This is an optimization exercise on Yosys and OpenROAD, whose aim is small area, not a production implementation. Where RTL was checked, it was by simulation tests only, not by an equivalence proof against the original.

==> run M <==
// sdram_logger
module sdram_logger (
    input         clk,           
    input         rst_n,         
    input  [23:0] timestamp,     
    input  [79:0] geig_data,     
    input  [79:0] mag_data,      
    input         next_byte,     
    input  [15:0] sdram_dq_in,   
    output [15:0] sdram_dq_out,  
    output        sdram_dq_oe,   
    output [12:0] sdram_a,
    output [1:0]  sdram_ba,
    output        sdram_clk_en,
    output        sdram_cke,
    output        sdram_cs,
    output        sdram_ras,
    output        sdram_cas,
    output        sdram_we,
    output        sdram_dqml,
    output        sdram_dqmu,
    output [7:0]  byte_out       
);
Settings: LEC_CHECK=0, CAP_MARGIN=20, CORE_MARGIN=2, CORE_UTILIZATION=75, SLEW_MARGIN=20; clock period 14.0 ns.
standard.sh (not shown) runs the stock make flow with config.mk's settings and CLKGATE_MAP_FILE= SYNTH_SCRIPT=/design/flow/synth_recipe.tcl, a recipe that flattens the netlist after the stock synthesis.
==> flow/flow/run.sh <==
#!/bin/bash
# The standard ORFS layout (standard.sh) with these changes:
#  - synthesis: ABC maps the logic with an area-oriented script (synth_area.tcl)
#  - input/output ports are buffered with buf_1
#  - clock tree built from small clock buffers, without dummy loads
# Each tool's output is in ./orfs/logs (ORFS) and ./standard.log (make).
set -uo pipefail
F=$(cd "$(dirname "$0")" && pwd)
export AREA_ABC_SCRIPT=$F/abc_area.script
CTS="-sink_clustering_enable -repair_clock_nets -dont_use_dummy_load -sink_clustering_size 16 -sink_clustering_max_diameter 60 -buf_list {sky130_fd_sc_hd__clkbuf_8}"
bash standard.sh \
  "SYNTH_SCRIPT=$F/synth_area.tcl" \
  'BUFFER_PORTS_ARGS=-buffer_cell sky130_fd_sc_hd__buf_1' \
  "CTS_ARGS=$CTS" \
  finish > standard.log 2>&1
==> flow/flow/abc_area.script <==
&get -n
&st
&dch
&nf -a -R 1000
&put
strash
dch
amap
topo
dnsize -c
==> flow/flow/synth_area.tcl <==
# The standard flow's synthesis script (synth_recipe.tcl), with ABC's technology mapping
# run with an area-oriented script (abc_area.script beside this file) in place
# of ORFS's speed script. Registers are mapped before ABC and are unchanged.
proc synth {args} { yosys synth -nofsm -noshare {*}$args }
proc abc {args} {
  set i [lsearch -exact $args -script]
  if { $i >= 0 } { lset args [expr {$i + 1}] $::env(AREA_ABC_SCRIPT) }
  yosys abc {*}$args
}
source $::env(SCRIPTS_DIR)/synth.tcl
# left out here: clear keep_hierarchy, flatten, clean up, hide names made inside functions, write 1_2_yosys.v
==> run A: changes against run M <==
--- a/flow/design.v
+++ b/flow/design.v
@@ -11,21 +11,20 @@
 output [15:0] WORD;
 reg [79:0] geig_prev;
 reg [79:0] mag_prev;
 reg prev_clr;          
 reg read_prev;
 reg [7:0] schedule;    
 reg [2:0] write_count;
 reg busy_hold;
-reg [15:0] word;
-reg [47:0] pend;
+reg [15:0] w01, w2, w3, w4;
 assign BUSY_HOLD = busy_hold;
 assign OP_READ = (schedule[1:0] == 2'b11);
-assign WORD = word;
+assign WORD = write_count[2] ? w4 : !write_count[1] ? w01 : write_count[0] ? w3 : w2;
 function [7:0] ins;
     input [7:0] s;
     input [1:0] cmd;
     begin
         ins = s;
         if (s[1:0] == 2'b00) ins[1:0] = cmd;
         else if (s[3:2] == 2'b00) ins[3:2] = cmd;
         else if (s[5:4] == 2'b00) ins[5:4] = cmd;
@@ -86,31 +85,25 @@
 always @(posedge CLK_48MHZ) begin
     geig_prev <= GEIG_DATA;
     mag_prev <= MAG_DATA;
     read_prev <= READ_CMD;
 end
 wire ld = is_write && !wdone && wc0;
 wire ld3 = ld && step3;              
 wire ld1 = ld && !step3 && step1;    
-wire sh = is_write && !wdone && !wc0 && step3;
 wire ld3g = ld3 && head[0], ld3m = ld3 && !head[0];
 wire ld1g = ld1 && head[0], ld1m = ld1 && !head[0];
-wire hold_w = !(ld3 || ld1 || sh);
-wire hold_p = !(ld3 || sh);
+wire hold01 = !(ld3 || ld1);
 always @(posedge CLK_48MHZ) begin
-    word <= ({16{ld3g}} & GEIG_DATA[31:16]) | ({16{ld3m}} & MAG_DATA[31:16]) |
-            ({16{ld1g}} & GEIG_DATA[15:0]) | ({16{ld1m}} & MAG_DATA[15:0]) |
-            ({16{sh}} & pend[15:0]) | ({16{hold_w}} & word);
-    pend[15:0] <= ({16{ld3g}} & GEIG_DATA[47:32]) | ({16{ld3m}} & MAG_DATA[47:32]) |
-                  ({16{sh}} & pend[31:16]) | ({16{hold_p}} & pend[15:0]);
-    pend[31:16] <= ({16{ld3g}} & GEIG_DATA[63:48]) | ({16{ld3m}} & MAG_DATA[63:48]) |
-                   ({16{sh}} & pend[47:32]) | ({16{hold_p}} & pend[31:16]);
-    pend[47:32] <= ({16{ld3g}} & GEIG_DATA[79:64]) | ({16{ld3m}} & MAG_DATA[79:64]) |
-                   ({16{!ld3}} & pend[47:32]);
+    w01 <= ({16{ld3g}} & GEIG_DATA[31:16]) | ({16{ld3m}} & MAG_DATA[31:16]) |
+           ({16{ld1g}} & GEIG_DATA[15:0]) | ({16{ld1m}} & MAG_DATA[15:0]) | ({16{hold01}} & w01);
+    w2 <= ({16{ld3g}} & GEIG_DATA[47:32]) | ({16{ld3m}} & MAG_DATA[47:32]) | ({16{!ld3}} & w2);
+    w3 <= ({16{ld3g}} & GEIG_DATA[63:48]) | ({16{ld3m}} & MAG_DATA[63:48]) | ({16{!ld3}} & w3);
+    w4 <= ({16{ld3g}} & GEIG_DATA[79:64]) | ({16{ld3m}} & MAG_DATA[79:64]) | ({16{!ld3}} & w4);
 end
 endmodule
 module sdram_interface(CLK_48MHZ, RESET, TIMESTAMP, START, OP_READ, A_BANK, A_COL, A_ROW,
     SDRAM_DQ_IN, SDRAM_DQ_OE, SDRAM_A, SDRAM_BA, SDRAM_CLK_EN, SDRAM_CKE, SDRAM_CS,
     SDRAM_RAS, SDRAM_CAS, SDRAM_WE, SDRAM_DQM, STATUS, DATA_READ);
 input CLK_48MHZ;
 input RESET;
 input [23:0] TIMESTAMP;
@@ -235,35 +228,38 @@
 reg [8:0] init_wait;
 reg [7:0] byte_out;
 reg [1:0] position;
 reg next_byte_prev;
 reg [7:0] lo, hi_a, hi_b;
 assign BYTE_OUT = byte_out;
 assign READ_CMD = read_cmd;
 wire run = (init_stage == 2'd0);
-wire nb = NEXT_BYTE && !next_byte_prev && run;
-wire nb_lo = nb && !position[0];
-wire nb_ha = nb && (position == 2'b01);
-wire nb_hb = nb && (position == 2'b11);
 wire enter = (init_stage == 2'd1) && (ROW_WRITE >= 13'd3);
 wire st2 = (init_stage == 2'd2) || enter;    
 wire fill = st2 && (init_wait < 9'd300);
 always @(posedge CLK_48MHZ or negedge RESET) begin
     if (!RESET) begin
         read_cmd <= 1'b0;
         position <= 2'b00;
         byte_out <= 8'b0;
         next_byte_prev <= 1'b0;
         init_stage <= 2'd1;
         init_wait <= 9'd0;
     end else begin
         next_byte_prev <= NEXT_BYTE;
-        byte_out <= ({8{nb_lo}} & lo) | ({8{nb_ha}} & hi_a) | ({8{nb_hb}} & hi_b) | ({8{!nb}} & byte_out);
-        if (nb) position <= position + 2'b01;
+        if (NEXT_BYTE && !next_byte_prev && run) begin
+            case (position)
+                2'b00: byte_out <= lo;
+                2'b01: byte_out <= hi_a;
+                2'b10: byte_out <= lo;
+                default: byte_out <= hi_b;
+            endcase
+            position <= position + 2'b01;
+        end
         if (run) read_cmd <= !position[0];
         if (enter) begin
             read_cmd <= 1'b1;
             init_stage <= 2'd2;
         end
         if (st2) begin
             if (init_wait < 9'd300) begin
                 init_wait <= init_wait + 9'd1;
==> flow/config.mk (replaced) <==
export PLATFORM = sky130hd
export DESIGN_NAME = sdram_logger
export DESIGN_NICKNAME = sdram_logger
export VERILOG_FILES = /design/flow/design.v
export SDC_FILE = /design/flow/constraint.sdc
export NUM_CORES = 4
export LEC_CHECK = 0
export CAP_MARGIN = 20
export CORE_MARGIN = 2
export CORE_UTILIZATION = 65
export SLEW_MARGIN = 20
==> run D: changes against run M <==
--- a/flow/design.v
+++ b/flow/design.v
@@ -6,17 +6,16 @@
 input [23:0] READ_ADDR;
 input [23:0] WRITE_ADDR;
 output NEXT_READ, NEXT_WRITE;
 output BUSY_HOLD;
 output OP_READ;
 output [15:0] WORD;
 reg [79:0] geig_prev;
 reg [79:0] mag_prev;
-reg prev_clr;          
 reg read_prev;
 reg [7:0] schedule;    
 reg [2:0] write_count;
 reg busy_hold;
 reg [15:0] word;
 reg [47:0] pend;
 assign BUSY_HOLD = busy_hold;
 assign OP_READ = (schedule[1:0] == 2'b11);
@@ -27,44 +26,44 @@
     begin
         ins = s;
         if (s[1:0] == 2'b00) ins[1:0] = cmd;
         else if (s[3:2] == 2'b00) ins[3:2] = cmd;
         else if (s[5:4] == 2'b00) ins[5:4] = cmd;
         else ins[7:6] = cmd;
     end
 endfunction
-wire geig_chg = prev_clr ? (GEIG_DATA != 80'b0) : (geig_prev != GEIG_DATA);
-wire mag_chg = prev_clr ? (MAG_DATA != 80'b0) : (mag_prev != MAG_DATA);
 reg [7:0] s_ins;
 always @(*) begin
     s_ins = schedule;
-    if (geig_chg) s_ins = ins(s_ins, 2'b01);
-    if (mag_chg) s_ins = ins(s_ins, 2'b10);
+    if (geig_prev != GEIG_DATA) s_ins = ins(s_ins, 2'b01);
+    if (mag_prev != MAG_DATA) s_ins = ins(s_ins, 2'b10);
     if (READ_CMD && !read_prev) s_ins = ins(s_ins, 2'b11);
 end
 wire [1:0] head = s_ins[1:0];
 wire is_write = (head == 2'b01) || (head == 2'b10);
 wire is_read = (head == 2'b11);
 wire [79:0] src = head[0] ? GEIG_DATA : MAG_DATA;
 wire wc0 = (write_count == 3'd0);
 wire wdone = (write_count == 3'd5);
 wire step3 = busy_hold && !SDRAM_STATUS;    
 wire step1 = !busy_hold && !SDRAM_STATUS;   
 wire raw_eq = (READ_ADDR == WRITE_ADDR);
 assign NEXT_WRITE = is_write && !wdone && step3;
 assign NEXT_READ = is_read && step3;
 always @(posedge CLK_48MHZ or negedge RESET) begin
     if (!RESET) begin
-        prev_clr <= 1'b1;
+        geig_prev <= 80'b0;
+        mag_prev <= 80'b0;
         schedule <= 8'b0;
         write_count <= 3'b0;
         busy_hold <= 1'b0;
     end else begin
-        prev_clr <= 1'b0;
+        geig_prev <= GEIG_DATA;
+        mag_prev <= MAG_DATA;
         schedule <= s_ins;
         if (is_write) begin
             if (wdone) begin
                 write_count <= 3'd0;
                 schedule <= s_ins >> 2;
             end else if (step3) begin
                 busy_hold <= 1'b0;
                 write_count <= write_count + 3'd1;
@@ -78,39 +77,32 @@
             end else if (!busy_hold && raw_eq) begin
                 schedule <= s_ins >> 2;
             end else if (step1) begin
                 busy_hold <= 1'b1;
             end
         end
     end
 end
-always @(posedge CLK_48MHZ) begin
-    geig_prev <= GEIG_DATA;
-    mag_prev <= MAG_DATA;
+always @(posedge CLK_48MHZ)
     read_prev <= READ_CMD;
-end
-wire ld = is_write && !wdone && wc0;
-wire ld3 = ld && step3;              
-wire ld1 = ld && !step3 && step1;    
-wire sh = is_write && !wdone && !wc0 && step3;
-wire ld3g = ld3 && head[0], ld3m = ld3 && !head[0];
-wire ld1g = ld1 && head[0], ld1m = ld1 && !head[0];
-wire hold_w = !(ld3 || ld1 || sh);
-wire hold_p = !(ld3 || sh);
 always @(posedge CLK_48MHZ) begin
-    word <= ({16{ld3g}} & GEIG_DATA[31:16]) | ({16{ld3m}} & MAG_DATA[31:16]) |
-            ({16{ld1g}} & GEIG_DATA[15:0]) | ({16{ld1m}} & MAG_DATA[15:0]) |
-            ({16{sh}} & pend[15:0]) | ({16{hold_w}} & word);
-    pend[15:0] <= ({16{ld3g}} & GEIG_DATA[47:32]) | ({16{ld3m}} & MAG_DATA[47:32]) |
-                  ({16{sh}} & pend[31:16]) | ({16{hold_p}} & pend[15:0]);
-    pend[31:16] <= ({16{ld3g}} & GEIG_DATA[63:48]) | ({16{ld3m}} & MAG_DATA[63:48]) |
-                   ({16{sh}} & pend[47:32]) | ({16{hold_p}} & pend[31:16]);
-    pend[47:32] <= ({16{ld3g}} & GEIG_DATA[79:64]) | ({16{ld3m}} & MAG_DATA[79:64]) |
-                   ({16{!ld3}} & pend[47:32]);
+    if (is_write && !wdone) begin
+        if (step3) begin
+            if (wc0) begin
+                word <= src[31:16];
+                pend <= src[79:32];
+            end else begin
+                word <= pend[15:0];
+                pend[31:0] <= pend[47:16];
+            end
+        end else if (step1 && wc0) begin
+            word <= src[15:0];
+        end
+    end
 end
 endmodule
 module sdram_interface(CLK_48MHZ, RESET, TIMESTAMP, START, OP_READ, A_BANK, A_COL, A_ROW,
     SDRAM_DQ_IN, SDRAM_DQ_OE, SDRAM_A, SDRAM_BA, SDRAM_CLK_EN, SDRAM_CKE, SDRAM_CS,
     SDRAM_RAS, SDRAM_CAS, SDRAM_WE, SDRAM_DQM, STATUS, DATA_READ);
 input CLK_48MHZ;
 input RESET;
 input [23:0] TIMESTAMP;
@@ -127,24 +119,23 @@
 output STATUS;
 output [15:0] DATA_READ;
 reg pu;             
 reg [3:0] c;
 reg cke_pu;         
 reg dqm;
 reg [1:0] ba;
 reg pwr_stabalize;
-reg [23:0] ts_cap;     
-reg ts_wait_prev;
+reg [23:0] ts_delay;
 reg [15:0] dread;
 wire acc = !pu && (c != 4'd0);
 wire ts_lt2 = (TIMESTAMP[23:1] == 23'b0);
 wire ts_lt4 = (TIMESTAMP[23:2] == 22'b0);
 wire c_wait = (c == 4'd3) || (c == 4'd10);
-wire ts_hit = (TIMESTAMP == ts_cap + 24'd1);
+wire ts_hit = (TIMESTAMP == ts_delay);
 wire last = OP_READ ? (c == 4'd12) : (c == 4'd9);
 assign STATUS = pu || (c != 4'd0);
 assign SDRAM_CLK_EN = pwr_stabalize;
 assign SDRAM_CS = 1'b0;
 assign SDRAM_CKE = pu ? cke_pu : (c != 4'd0);
 assign SDRAM_DQM = dqm;
 assign SDRAM_BA = ba;
 assign DATA_READ = dread;
@@ -161,29 +152,32 @@
 always @(negedge CLK_48MHZ or negedge RESET) begin
     if (!RESET) begin
         pu <= 1'b1;
         c <= 4'd0;
         cke_pu <= 1'b0;
         dqm <= 1'b0;
         ba <= 2'b00;
         pwr_stabalize <= 1'b0;
+        ts_delay <= 24'b0;
+        dread <= 16'b0;
     end else if (pu) begin
         if (ts_lt2) begin
             cke_pu <= 1'b0;
             dqm <= 1'b0;
         end else if (ts_lt4) begin
             pwr_stabalize <= 1'b1;
             cke_pu <= 1'b1;
             dqm <= 1'b1;
         end else begin
             case (c)
                 4'd2: begin    
                     cke_pu <= 1'b0;
                     c <= 4'd3;
+                    ts_delay <= TIMESTAMP + 24'd1;
                 end
                 4'd3, 4'd10: begin
                     cke_pu <= ts_hit;
                     c <= ts_hit ? 4'd4 : 4'd10;
                 end
                 4'd7: begin    
                     cke_pu <= 1'b1;
                     ba <= 2'b01;
@@ -205,29 +199,20 @@
     end else begin
         if (last) c <= 4'd0;     
         else c <= c + 4'd1;
         if (c == 4'd4) begin     
             ba <= A_BANK;
             dqm <= 1'b0;
         end
         if (OP_READ ? (c == 4'd11) : (c == 4'd8)) dqm <= 1'b1;
+        if (OP_READ && (c == 4'd7)) dread <= 16'b0;
+        if (OP_READ && (c == 4'd10)) dread <= SDRAM_DQ_IN;
     end
 end
-wire dr_clr = acc && OP_READ && (c == 4'd7);
-wire dr_cap = acc && OP_READ && (c == 4'd10);
-wire dr_keep = !(dr_clr || dr_cap);
-always @(negedge CLK_48MHZ or negedge RESET)
-    if (!RESET) dread <= 16'b0;
-    else dread <= ({16{dr_cap}} & SDRAM_DQ_IN) | ({16{dr_keep}} & dread);
-wire ts_wait = pu && c_wait;
-always @(posedge CLK_48MHZ) begin
-    ts_wait_prev <= ts_wait;
-    if (ts_wait && !ts_wait_prev) ts_cap <= TIMESTAMP;
-end
 endmodule
 module read_buffer( CLK_48MHZ,RESET,NEXT_BYTE,DATA_READ,ROW_WRITE,READ_CMD,BYTE_OUT);
 input CLK_48MHZ, RESET, NEXT_BYTE;
 input [15:0] DATA_READ;
 input [12:0] ROW_WRITE;
 output READ_CMD;
 output [7:0] BYTE_OUT;
 reg read_cmd;
@@ -235,35 +220,38 @@
 reg [8:0] init_wait;
 reg [7:0] byte_out;
 reg [1:0] position;
 reg next_byte_prev;
 reg [7:0] lo, hi_a, hi_b;
 assign BYTE_OUT = byte_out;
 assign READ_CMD = read_cmd;
 wire run = (init_stage == 2'd0);
-wire nb = NEXT_BYTE && !next_byte_prev && run;
-wire nb_lo = nb && !position[0];
-wire nb_ha = nb && (position == 2'b01);
-wire nb_hb = nb && (position == 2'b11);
 wire enter = (init_stage == 2'd1) && (ROW_WRITE >= 13'd3);
 wire st2 = (init_stage == 2'd2) || enter;    
 wire fill = st2 && (init_wait < 9'd300);
 always @(posedge CLK_48MHZ or negedge RESET) begin
     if (!RESET) begin
         read_cmd <= 1'b0;
         position <= 2'b00;
         byte_out <= 8'b0;
         next_byte_prev <= 1'b0;
         init_stage <= 2'd1;
         init_wait <= 9'd0;
     end else begin
         next_byte_prev <= NEXT_BYTE;
-        byte_out <= ({8{nb_lo}} & lo) | ({8{nb_ha}} & hi_a) | ({8{nb_hb}} & hi_b) | ({8{!nb}} & byte_out);
-        if (nb) position <= position + 2'b01;
+        if (NEXT_BYTE && !next_byte_prev && run) begin
+            case (position)
+                2'b00: byte_out <= lo;
+                2'b01: byte_out <= hi_a;
+                2'b10: byte_out <= lo;
+                default: byte_out <= hi_b;
+            endcase
+            position <= position + 2'b01;
+        end
         if (run) read_cmd <= !position[0];
         if (enter) begin
             read_cmd <= 1'b1;
             init_stage <= 2'd2;
         end
         if (st2) begin
             if (init_wait < 9'd300) begin
                 init_wait <= init_wait + 9'd1;
@@ -288,34 +276,32 @@
 input CLK, NEXT, RESET;
 output [1:0] BA_WRITE_OUT;
 output [8:0] COL_WRITE_OUT;
 output [12:0] ROW_WRITE_OUT;
 reg [23:0] current_count;
 assign BA_WRITE_OUT = current_count[23:22];
 assign COL_WRITE_OUT = current_count[21:13];
 assign ROW_WRITE_OUT = current_count[12:0];
-wire [24:0] carry = {carry[23:0] & current_count, NEXT};
 always @(posedge CLK or negedge RESET)
     if (!RESET) current_count <= 24'b0;
-    else current_count <= current_count ^ carry[23:0];
+    else current_count <= current_count + {23'b0, NEXT};
 endmodule
 module read_address_traversal( CLK,RESET,NEXT, BA_READ_OUT, ROW_READ_OUT,COL_READ_OUT );
 input CLK, NEXT, RESET;
 output [1:0] BA_READ_OUT;
 output [8:0] COL_READ_OUT;
 output [12:0] ROW_READ_OUT;
 reg [23:0] current_count;
 assign BA_READ_OUT = current_count[23:22];
 assign COL_READ_OUT = current_count[21:13];
 assign ROW_READ_OUT = current_count[12:0];
-wire [24:0] carry = {carry[23:0] & current_count, NEXT};
 always @(posedge CLK or negedge RESET)
     if (!RESET) current_count <= 24'b0;
-    else current_count <= current_count ^ carry[23:0];
+    else current_count <= current_count + {23'b0, NEXT};
 endmodule
 module sdram_logger (
     input         clk,           
     input         rst_n,         
     input  [23:0] timestamp,     
     input  [79:0] geig_data,     
     input  [79:0] mag_data,      
     input         next_byte,     
==> flow/flow/run.sh (replaced) <==
#!/bin/bash
# The standard ORFS layout (standard.sh) with these changes:
#  - synthesis: ABC maps the logic with an area-oriented script (synth_area.tcl)
#  - input/output ports are buffered with buf_1
#  - clock tree built from small clock buffers, without dummy loads
# Each tool's output is in ./orfs/logs (ORFS) and ./standard.log (make).
set -uo pipefail
F=$(cd "$(dirname "$0")" && pwd)
export AREA_ABC_SCRIPT=$F/abc_area.script
CTS="-sink_clustering_enable -repair_clock_nets -dont_use_dummy_load -sink_clustering_size 24 -sink_clustering_max_diameter 80 -buf_list {sky130_fd_sc_hd__clkbuf_16}"
bash standard.sh \
  "SYNTH_SCRIPT=$F/synth_area.tcl" \
  'BUFFER_PORTS_ARGS=-buffer_cell sky130_fd_sc_hd__buf_1' \
  "CTS_ARGS=$CTS" \
  finish > standard.log 2>&1
==> flow/flow/abc_area.script (replaced) <==
strash
dch
amap
strash
dch
amap
topo
dnsize -c
==> flow/config.mk (replaced) <==
export PLATFORM = sky130hd
export DESIGN_NAME = sdram_logger
export DESIGN_NICKNAME = sdram_logger
export VERILOG_FILES = /design/flow/design.v
export SDC_FILE = /design/flow/constraint.sdc
export NUM_CORES = 4
export LEC_CHECK = 0
export CAP_MARGIN = 20
export CORE_MARGIN = 2
export CORE_UTILIZATION = 40
export SLEW_MARGIN = 20
==> run R: changes against run M <==
--- a/flow/design.v
+++ b/flow/design.v
@@ -11,21 +11,20 @@
 output [15:0] WORD;
 reg [79:0] geig_prev;
 reg [79:0] mag_prev;
 reg prev_clr;          
 reg read_prev;
 reg [7:0] schedule;    
 reg [2:0] write_count;
 reg busy_hold;
-reg [15:0] word;
-reg [47:0] pend;
+reg [15:0] w01, w2, w3, w4;
 assign BUSY_HOLD = busy_hold;
 assign OP_READ = (schedule[1:0] == 2'b11);
-assign WORD = word;
+assign WORD = write_count[2] ? w4 : !write_count[1] ? w01 : write_count[0] ? w3 : w2;
 function [7:0] ins;
     input [7:0] s;
     input [1:0] cmd;
     begin
         ins = s;
         if (s[1:0] == 2'b00) ins[1:0] = cmd;
         else if (s[3:2] == 2'b00) ins[3:2] = cmd;
         else if (s[5:4] == 2'b00) ins[5:4] = cmd;
@@ -86,31 +85,25 @@
 always @(posedge CLK_48MHZ) begin
     geig_prev <= GEIG_DATA;
     mag_prev <= MAG_DATA;
     read_prev <= READ_CMD;
 end
 wire ld = is_write && !wdone && wc0;
 wire ld3 = ld && step3;              
 wire ld1 = ld && !step3 && step1;    
-wire sh = is_write && !wdone && !wc0 && step3;
 wire ld3g = ld3 && head[0], ld3m = ld3 && !head[0];
 wire ld1g = ld1 && head[0], ld1m = ld1 && !head[0];
-wire hold_w = !(ld3 || ld1 || sh);
-wire hold_p = !(ld3 || sh);
+wire hold01 = !(ld3 || ld1);
 always @(posedge CLK_48MHZ) begin
-    word <= ({16{ld3g}} & GEIG_DATA[31:16]) | ({16{ld3m}} & MAG_DATA[31:16]) |
-            ({16{ld1g}} & GEIG_DATA[15:0]) | ({16{ld1m}} & MAG_DATA[15:0]) |
-            ({16{sh}} & pend[15:0]) | ({16{hold_w}} & word);
-    pend[15:0] <= ({16{ld3g}} & GEIG_DATA[47:32]) | ({16{ld3m}} & MAG_DATA[47:32]) |
-                  ({16{sh}} & pend[31:16]) | ({16{hold_p}} & pend[15:0]);
-    pend[31:16] <= ({16{ld3g}} & GEIG_DATA[63:48]) | ({16{ld3m}} & MAG_DATA[63:48]) |
-                   ({16{sh}} & pend[47:32]) | ({16{hold_p}} & pend[31:16]);
-    pend[47:32] <= ({16{ld3g}} & GEIG_DATA[79:64]) | ({16{ld3m}} & MAG_DATA[79:64]) |
-                   ({16{!ld3}} & pend[47:32]);
+    w01 <= ({16{ld3g}} & GEIG_DATA[31:16]) | ({16{ld3m}} & MAG_DATA[31:16]) |
+           ({16{ld1g}} & GEIG_DATA[15:0]) | ({16{ld1m}} & MAG_DATA[15:0]) | ({16{hold01}} & w01);
+    w2 <= ({16{ld3g}} & GEIG_DATA[47:32]) | ({16{ld3m}} & MAG_DATA[47:32]) | ({16{!ld3}} & w2);
+    w3 <= ({16{ld3g}} & GEIG_DATA[63:48]) | ({16{ld3m}} & MAG_DATA[63:48]) | ({16{!ld3}} & w3);
+    w4 <= ({16{ld3g}} & GEIG_DATA[79:64]) | ({16{ld3m}} & MAG_DATA[79:64]) | ({16{!ld3}} & w4);
 end
 endmodule
 module sdram_interface(CLK_48MHZ, RESET, TIMESTAMP, START, OP_READ, A_BANK, A_COL, A_ROW,
     SDRAM_DQ_IN, SDRAM_DQ_OE, SDRAM_A, SDRAM_BA, SDRAM_CLK_EN, SDRAM_CKE, SDRAM_CS,
     SDRAM_RAS, SDRAM_CAS, SDRAM_WE, SDRAM_DQM, STATUS, DATA_READ);
 input CLK_48MHZ;
 input RESET;
 input [23:0] TIMESTAMP;
@@ -235,35 +228,38 @@
 reg [8:0] init_wait;
 reg [7:0] byte_out;
 reg [1:0] position;
 reg next_byte_prev;
 reg [7:0] lo, hi_a, hi_b;
 assign BYTE_OUT = byte_out;
 assign READ_CMD = read_cmd;
 wire run = (init_stage == 2'd0);
-wire nb = NEXT_BYTE && !next_byte_prev && run;
-wire nb_lo = nb && !position[0];
-wire nb_ha = nb && (position == 2'b01);
-wire nb_hb = nb && (position == 2'b11);
 wire enter = (init_stage == 2'd1) && (ROW_WRITE >= 13'd3);
 wire st2 = (init_stage == 2'd2) || enter;    
 wire fill = st2 && (init_wait < 9'd300);
 always @(posedge CLK_48MHZ or negedge RESET) begin
     if (!RESET) begin
         read_cmd <= 1'b0;
         position <= 2'b00;
         byte_out <= 8'b0;
         next_byte_prev <= 1'b0;
         init_stage <= 2'd1;
         init_wait <= 9'd0;
     end else begin
         next_byte_prev <= NEXT_BYTE;
-        byte_out <= ({8{nb_lo}} & lo) | ({8{nb_ha}} & hi_a) | ({8{nb_hb}} & hi_b) | ({8{!nb}} & byte_out);
-        if (nb) position <= position + 2'b01;
+        if (NEXT_BYTE && !next_byte_prev && run) begin
+            case (position)
+                2'b00: byte_out <= lo;
+                2'b01: byte_out <= hi_a;
+                2'b10: byte_out <= lo;
+                default: byte_out <= hi_b;
+            endcase
+            position <= position + 2'b01;
+        end
         if (run) read_cmd <= !position[0];
         if (enter) begin
             read_cmd <= 1'b1;
             init_stage <= 2'd2;
         end
         if (st2) begin
             if (init_wait < 9'd300) begin
                 init_wait <= init_wait + 9'd1;
==> flow/flow/run.sh (replaced) <==
#!/bin/bash
# The standard ORFS layout (standard.sh) with these changes:
#  - synthesis: ABC maps the logic with an area-oriented script (synth_area.tcl)
#  - input/output ports are buffered with buf_1
#  - clock tree built from small clock buffers, without dummy loads
# Each tool's output is in ./orfs/logs (ORFS) and ./standard.log (make).
set -uo pipefail
F=$(cd "$(dirname "$0")" && pwd)
export AREA_ABC_SCRIPT=$F/abc_area.script
CTS="-sink_clustering_enable -repair_clock_nets -dont_use_dummy_load -sink_clustering_size 20 -sink_clustering_max_diameter 70 -buf_list {sky130_fd_sc_hd__clkbuf_8}"
bash standard.sh \
  "SYNTH_SCRIPT=$F/synth_area.tcl" \
  'BUFFER_PORTS_ARGS=-buffer_cell sky130_fd_sc_hd__buf_1' \
  "CTS_ARGS=$CTS" \
  finish > standard.log 2>&1
==> flow/config.mk (replaced) <==
export PLATFORM = sky130hd
export DESIGN_NAME = sdram_logger
export DESIGN_NICKNAME = sdram_logger
export VERILOG_FILES = /design/flow/design.v
export SDC_FILE = /design/flow/constraint.sdc
export NUM_CORES = 4
export LEC_CHECK = 0
export CAP_MARGIN = 20
export CORE_MARGIN = 2
export CORE_UTILIZATION = 65
export SLEW_MARGIN = 20
==> flow_summary_export.csv <==
group,metric,value,unit
synthesis,synthArstFlopShare,28.6,%
routing,highest_layer,"met4",
finish,final-seq-area,8720,um^2
synthesis,netlist.area_leader.share,28.2,%
floorplanning,die_x,161,um
timing,fin_hold_ws,0.418,ns
finish,multi_input_area_share,37.3,%
finish,final_common_cell,"nor2_1",
synthesis,synth.area.top_cells,"dfxtp_1 (28%), dfrtp_1 (13%), edfxtp_1 (9.0%), nor2_1 (6.7%), a21oi_1 (6.0%)",
timing,worst_pin_slew,1.14,ns
synthesis,yosys.area_share.xor_xnor,0.600,%
run_status,status,"no timing/DRC/antenna violations",
finish,nets,2217,
routing,wl_per_cell,17.6,um
placement,place_congestion,0.933,
[end of results for run R]
==> flow_summary_export.csv <==
group,metric,value,unit
finish,post-route-cell-area,19400,um^2
critical_path,end_kind,"flop",
finish,nets,2214,
routing,met2_length,21500,um
finish,multi_input_area_share,31.7,%
floorplanning,die_x,210,um
synthesis,synth_simple_gate_area_share,12.6,%
run_status,status,"no timing/DRC/antenna violations",
timing,fin_hold_ws,0.430,ns
synthesis,synth_most_common_cell,"dfrtp_1",
placement,hpwl,35300,um
synthesis,yosys.area_share.xor_xnor,0.621,%
cts,path_clk_slew,0.06,ns
synthesis,synth.area.top_cells,"dfrtp_1 (36%), edfxtp_1 (16%), dfrtn_1 (7.2%), nor2_1 (5.3%), clkinv_1 (4.8%)",
timing,worst_pin_slew,1.12,ns
finish,final_common_cell,"buf_1",
finish,top_regs,"memory_controller_0.geig_prev (80), memory_controller_0.mag_prev (80), memory_controller_0.pend (48)",
placement,place_congestion,0.886,
routing,highest_layer,"met5",
finish,final-seq-area,10000,um^2
synthesis,synthArstFlopShare,76.7,%
[end of results for run D]
==> flow_summary_export.csv <==
group,metric,value,unit
critical_path,crit_arrival,14.01,ns
run_status,status,"no timing/DRC/antenna violations",
finish,final_common_cell,"nor2_1",
synthesis,synth.area.top_cells,"dfxtp_1 (29%), dfrtp_1 (13%), edfxtp_1 (9.2%), nor2_1 (6.2%), a21oi_1 (5.6%)",
timing,fin_hold_ws,0.404,ns
synthesis,yosys.area.top_type,"dfxtp_1",
floorplanning,die_x,149,um
placement,place_congestion,0.983,
finish,nets,2160,
finish,final-seq-area,8720,um^2
synthesis,yosys.area_share.xor_xnor,0.836,%
finish,multi_input_area_share,36.8,%
critical_path,crit_type,"reg -> reg",
synthesis,netlist.area_leader.share,28.8,%
routing,wl_per_cell,19.8,um
[end of results for run M]
==> flow_summary_export.csv <==
group,metric,value,unit
run_status,status,"no timing/DRC/antenna violations",
finish,nets,2224,
synthesis,syn_avg_cell_area,9.60,um^2
finish,bufAreaShareNonClock,5.68,%
hold_path,holdPathStages,0,
synthesis,synthArstFlopShare,28.6,%
grt,met3_usage,3.49,%
hold_path,min_from,"read_buffer_0.read_cmd$_DFF_PN0_",
critical_path,rr_endpoint,"write_address_traversal_0.current_count[23]$_DFF_PN0_",
synthesis,yosys.area_share.xor_xnor,0.600,%
synthesis,synth.area.top_cells,"dfxtp_1 (28%), dfrtp_1 (13%), edfxtp_1 (9.0%), nor2_1 (6.7%), a21oi_1 (6.0%)",
placement,pre_cts_ws,0.509,ns
timing,fin_hold_ws,0.390,ns
timing,setup_tns,0,ns
finish,final-seq-area,8720,um^2
timing,worst_pin_slew,1.00,ns
placement,place_congestion,0.933,
routing,wl_per_cell,17.7,um
floorplanning,die_x,161,um
grt,grt_busiest_layer,"met2",
[end of results for run A]
Only the layout flow was run in run A and run R; the RTL was not checked for function there.
